What follows belongs to an exercise in optimizing a design on an open flow for small area, a short achievable clock period and few clock cycles; a production flow would make more cautious choices. Only simulation tests tie the RTL to the original design; equivalence was not proved.

## job 5983
## Mips_Top
module Mips_Top (
  input     wire              CLK,
  input     wire              RST,
  output    wire    [31:0]    PC,
  input     wire    [31:0]    Instr,
  output    wire    [31:0]    DataAddr,
  output    wire    [31:0]    WriteData,
  output    wire              MemWrite,
  input     wire    [31:0]    ReadData);
For scale: about 1400 flip-flops, roughly 160 I/O pins, roughly 73000 sq um of cells after synthesis.
clock: 24.0 ns
lec_check: 0
cap_margin: 20
core_margin: 2
core_utilization: 40
cts_cluster_diameter: 100
cts_cluster_size: 25
slew_margin: 20
standard.sh (not shown) runs the stock make flow with config.mk's settings and CLKGATE_MAP_FILE= SYNTH_SCRIPT=/design/flow/synth_recipe.tcl, a recipe that flattens the netlist after the stock synthesis.
==> flow/flow/run.sh <==
#!/bin/bash
# The standard ORFS layout (standard.sh), in two calls:
#  1. synthesis and floorplan with no setup margin, so the floorplan's
#     timing repair (which sees no wires yet) leaves the netlist alone;
#  2. the rest, with repair_timing asked for a setup slack margin, so the
#     placed design is repaired towards a shorter achieved period.
# The design is laid out and signed off at the design's clock and
# constraints throughout.
set -euo pipefail
bash standard.sh SETUP_SLACK_MARGIN=0 floorplan > standard_floorplan.log 2>&1
bash standard.sh SETUP_SLACK_MARGIN=17.9 finish > standard.log 2>&1
Testbench counts of job 5983, summed over its fixed seeds: cycles 35,985.
Changes in job 8454 relative to job 5983:
==> flow/flow/run.sh <==
#!/bin/bash
# The standard ORFS layout, with repair_timing asked for setup slack
# margin: the design is laid out and signed off at the design's clock and
# constraints, and the repair steps aim at a shorter achieved period.
set -euo pipefail
bash standard.sh SETUP_SLACK_MARGIN=17.9 finish > standard.log 2>&1
--- a/flow/config.mk
+++ b/flow/config.mk
@@ -9,3 +9,3 @@
 export CORE_MARGIN = 2
-export CORE_UTILIZATION = 40
+export CORE_UTILIZATION = 34
 export CTS_CLUSTER_DIAMETER = 100
==> comparison <==
The final layout from job 5983, which completed every stage, passed the timing, design-rule and antenna checks at the end of the flow. Having completed the whole flow, job 8454 delivered a layout that passed the timing, design-rule and antenna checks. On final non-filler cell area: job 8454 sits above job 5983. Of job 8454 and job 5983, the run reporting the higher standard cell area after detailed placement was job 8454. Of job 8454 and job 5983, the run reporting the higher first-iteration DRC count was job 5983. Re time the final worst path needs with I/O delays and setup: job 8454 is 96 ps down on job 5983. Of job 8454 and job 5983, the lower area growth from synthesis to final layout belongs to job 5983. Initial core utilization: lower on job 8454. [job 8454 vs job 5983] die area: higher in job 8454.
### job 8454 -> job 7356
--- a/flow/config.mk
+++ b/flow/config.mk
@@ -9,5 +9,5 @@
 export CORE_MARGIN = 2
-export CORE_UTILIZATION = 34
+export CORE_UTILIZATION = 40
 export CTS_CLUSTER_DIAMETER = 100
-export CTS_CLUSTER_SIZE = 25
+export CTS_CLUSTER_SIZE = 20
 export SLEW_MARGIN = 20
Notes after the runs:
In summary, job 7356 completed successfully, with a layout that passed the timing, design-rule and antenna checks.
Looking at global routing usage on met3, job 7356 sits 1.7 points higher than job 8454 does.
Delta (job 7356 minus job 8454): number of inserted filler cells in the final layout lower; stage delay of the slowest cell on the critical path higher.
Count of plain and timing-repair buffers, job 7356 vs job 8454: down by a few percent
On design area, job 8454 loses to job 7356.
Here is what was changed in the inputs of job 5892 compared with job 7356.
--- a/flow/config.mk
+++ b/flow/config.mk
@@ -9,5 +9,5 @@
 export CORE_MARGIN = 2
-export CORE_UTILIZATION = 40
+export CORE_UTILIZATION = 47
 export CTS_CLUSTER_DIAMETER = 100
-export CTS_CLUSTER_SIZE = 20
+export CTS_CLUSTER_SIZE = 25
 export SLEW_MARGIN = 20
### Flow results
Job 7356 reports its endpoint of the most critical setup path as e_A[11] while job 5892 reports e_A[17]. Higher die width among job 5892 and job 7356: job 7356. Relative to job 7356, the wire length of the first global-routing pass measured on job 5892 has decreased by a few percent. Comparing job 5892 with job 7356, the design area came out essentially unchanged. Looking at total wire length, job 5892 sits below job 7356.

* * *

Another version of the RTL of Mips_Top (not shown whole).
For scale: about 5900 cells after synthesis, about 1400 flip-flops, ~160 I/O pins, ~71000 sq um of cells after synthesis.
export LEC_CHECK = 0
export CAP_MARGIN = 20
export CORE_MARGIN = 2
export CORE_UTILIZATION = 40
export CTS_CLUSTER_DIAMETER = 100
export CTS_CLUSTER_SIZE = 25
export SLEW_MARGIN = 20
create_clock -name core_clock -period 24.0 [get_ports {CLK}]
==> flow/flow/run.sh <==
#!/bin/bash
# The standard ORFS layout (standard.sh), in two calls:
#  1. synthesis and floorplan with no setup margin, so the floorplan's
#     timing repair (which sees no wires yet) leaves the netlist alone;
#  2. the rest, with repair_timing asked for a setup slack margin, so the
#     placed design is repaired towards a shorter achieved period.
# The design is laid out and signed off at the design's clock and
# constraints throughout.
set -euo pipefail
bash standard.sh SETUP_SLACK_MARGIN=0 floorplan > standard_floorplan.log 2>&1
bash standard.sh SETUP_SLACK_MARGIN=17.95 finish > standard.log 2>&1
The first run ran to the end with violations: antenna violations.
Testbench counts at the start, summed over its fixed seeds: cycles 35,985.
Change:
==> flow/run.sh (new file) <==
#!/bin/bash
# synth_recipe.tcl (not shown) runs the flow's synth.tcl, then flattens the netlist and writes it again
# the make line also repeats each setting of config.mk as NAME=value (left out here)
make -C /OpenROAD-flow-scripts/flow DESIGN_CONFIG=/design/flow/config.mk WORK_HOME=/design/flow/orfs CLKGATE_MAP_FILE= SYNTH_SCRIPT=/design/flow/synth_recipe.tcl finish
removed: flow/flow/run.sh
removed: flow/standard.sh
Outcome:
- With this change the flow finished clean
- die area is unchanged
- critical path depth is unchanged
Change:
==> flow/flow/run.sh (new file) <==
#!/bin/bash
# The standard ORFS layout (standard.sh), in two calls:
#  1. synthesis and floorplan with no setup margin, so the floorplan's
#     timing repair (which sees no wires yet) leaves the netlist alone;
#  2. the rest, with repair_timing asked for a setup slack margin, so the
#     placed design is repaired towards a shorter achieved period.
# The design is laid out and signed off at the design's clock and
# constraints throughout.
set -euo pipefail
bash standard.sh SETUP_SLACK_MARGIN=0 floorplan > standard_floorplan.log 2>&1
bash standard.sh SETUP_SLACK_MARGIN=17.9 finish > standard.log 2>&1
==> flow/standard.sh (new file) <==
#!/bin/bash
# synth_recipe.tcl (not shown) runs the flow's synth.tcl, then flattens the netlist and writes it again
# the make line also repeats each setting of config.mk as NAME=value (left out here)
make -C /OpenROAD-flow-scripts/flow DESIGN_CONFIG=/design/flow/config.mk WORK_HOME=/design/flow/orfs CLKGATE_MAP_FILE= SYNTH_SCRIPT=/design/flow/synth_recipe.tcl "${@:-finish}"
removed: flow/run.sh
Effect: The new run finished with timing, DRC and antenna clean. Utilization went up by 1.9 points. Hold slack gets worse by 0.0033 ns. Synthesized cell count does not change.
Change:
--- a/flow/flow/run.sh
+++ b/flow/flow/run.sh
@@ -9,3 +9,3 @@
 set -euo pipefail
 bash standard.sh SETUP_SLACK_MARGIN=0 floorplan > standard_floorplan.log 2>&1
-bash standard.sh SETUP_SLACK_MARGIN=17.9 finish > standard.log 2>&1
+bash standard.sh SETUP_SLACK_MARGIN=17.85 finish > standard.log 2>&1
Outcome: The changed run completed with no timing, DRC or antenna violations; die area stays the same; setup slack loses 0.076 ns; sequential cell count is unchanged; final area falls by 0.96%; area after synthesis stays the same; routed wire length falls by 0.96%; via count falls by 0.80%; non-clock buffer count falls by 41.

-- re-timing with driven ports --
No port has a modelled driver above. Below, the same layouts with a new extraction and two added sets of constraints. Step 1: set_driving_cell puts a clkbuf_16 on CLK and a buf_2 on each other input, an assumption about the parent block. Step 2 also shifts input and output timing later by t, the mid clock arrival at the registers, as if the neighbouring blocks saw the same clock. Slacks: ideal / step 1 / step 2; pairs: ideal / step 1.
run	shift t [ns]	slack for setup (ns)	worst setup path at the end	worst register clock-pin slew, ns	worst slew at a driven data input, ns
job 5983	0.808	17.736 / 17.729 / 16.921	input to register	0.11 / 0.11	0.17
job 8454	0.799	17.832 / 17.792 / 17.031	input to register	0.11 / 0.11	0.11
job 7356	0.855	17.815 / 17.843 / 17.007	input to register	0.10 / 0.10	0.13
job 5892	0.816	17.796 / 17.834 / 17.018	input to register	0.11 / 0.11	0.08
the first run of note 2	0.836	17.837 / 17.845 / 17.020	input to register	0.11 / 0.11	0.12
the second run of note 2	0.831	16.367 / 16.420 / 15.590	input to register	0.11 / 0.11	0.10
the third run of note 2	0.837	17.814 / 17.831 / 16.995	input to register	0.11 / 0.11	0.11
the fourth run of note 2	0.843	17.738 / 17.773 / 16.931	input to register	0.11 / 0.11	0.11
The setup slack of the third run of note 2, which loses most, moves by +0.017 ns with the drivers and by -0.819 ns with both steps.
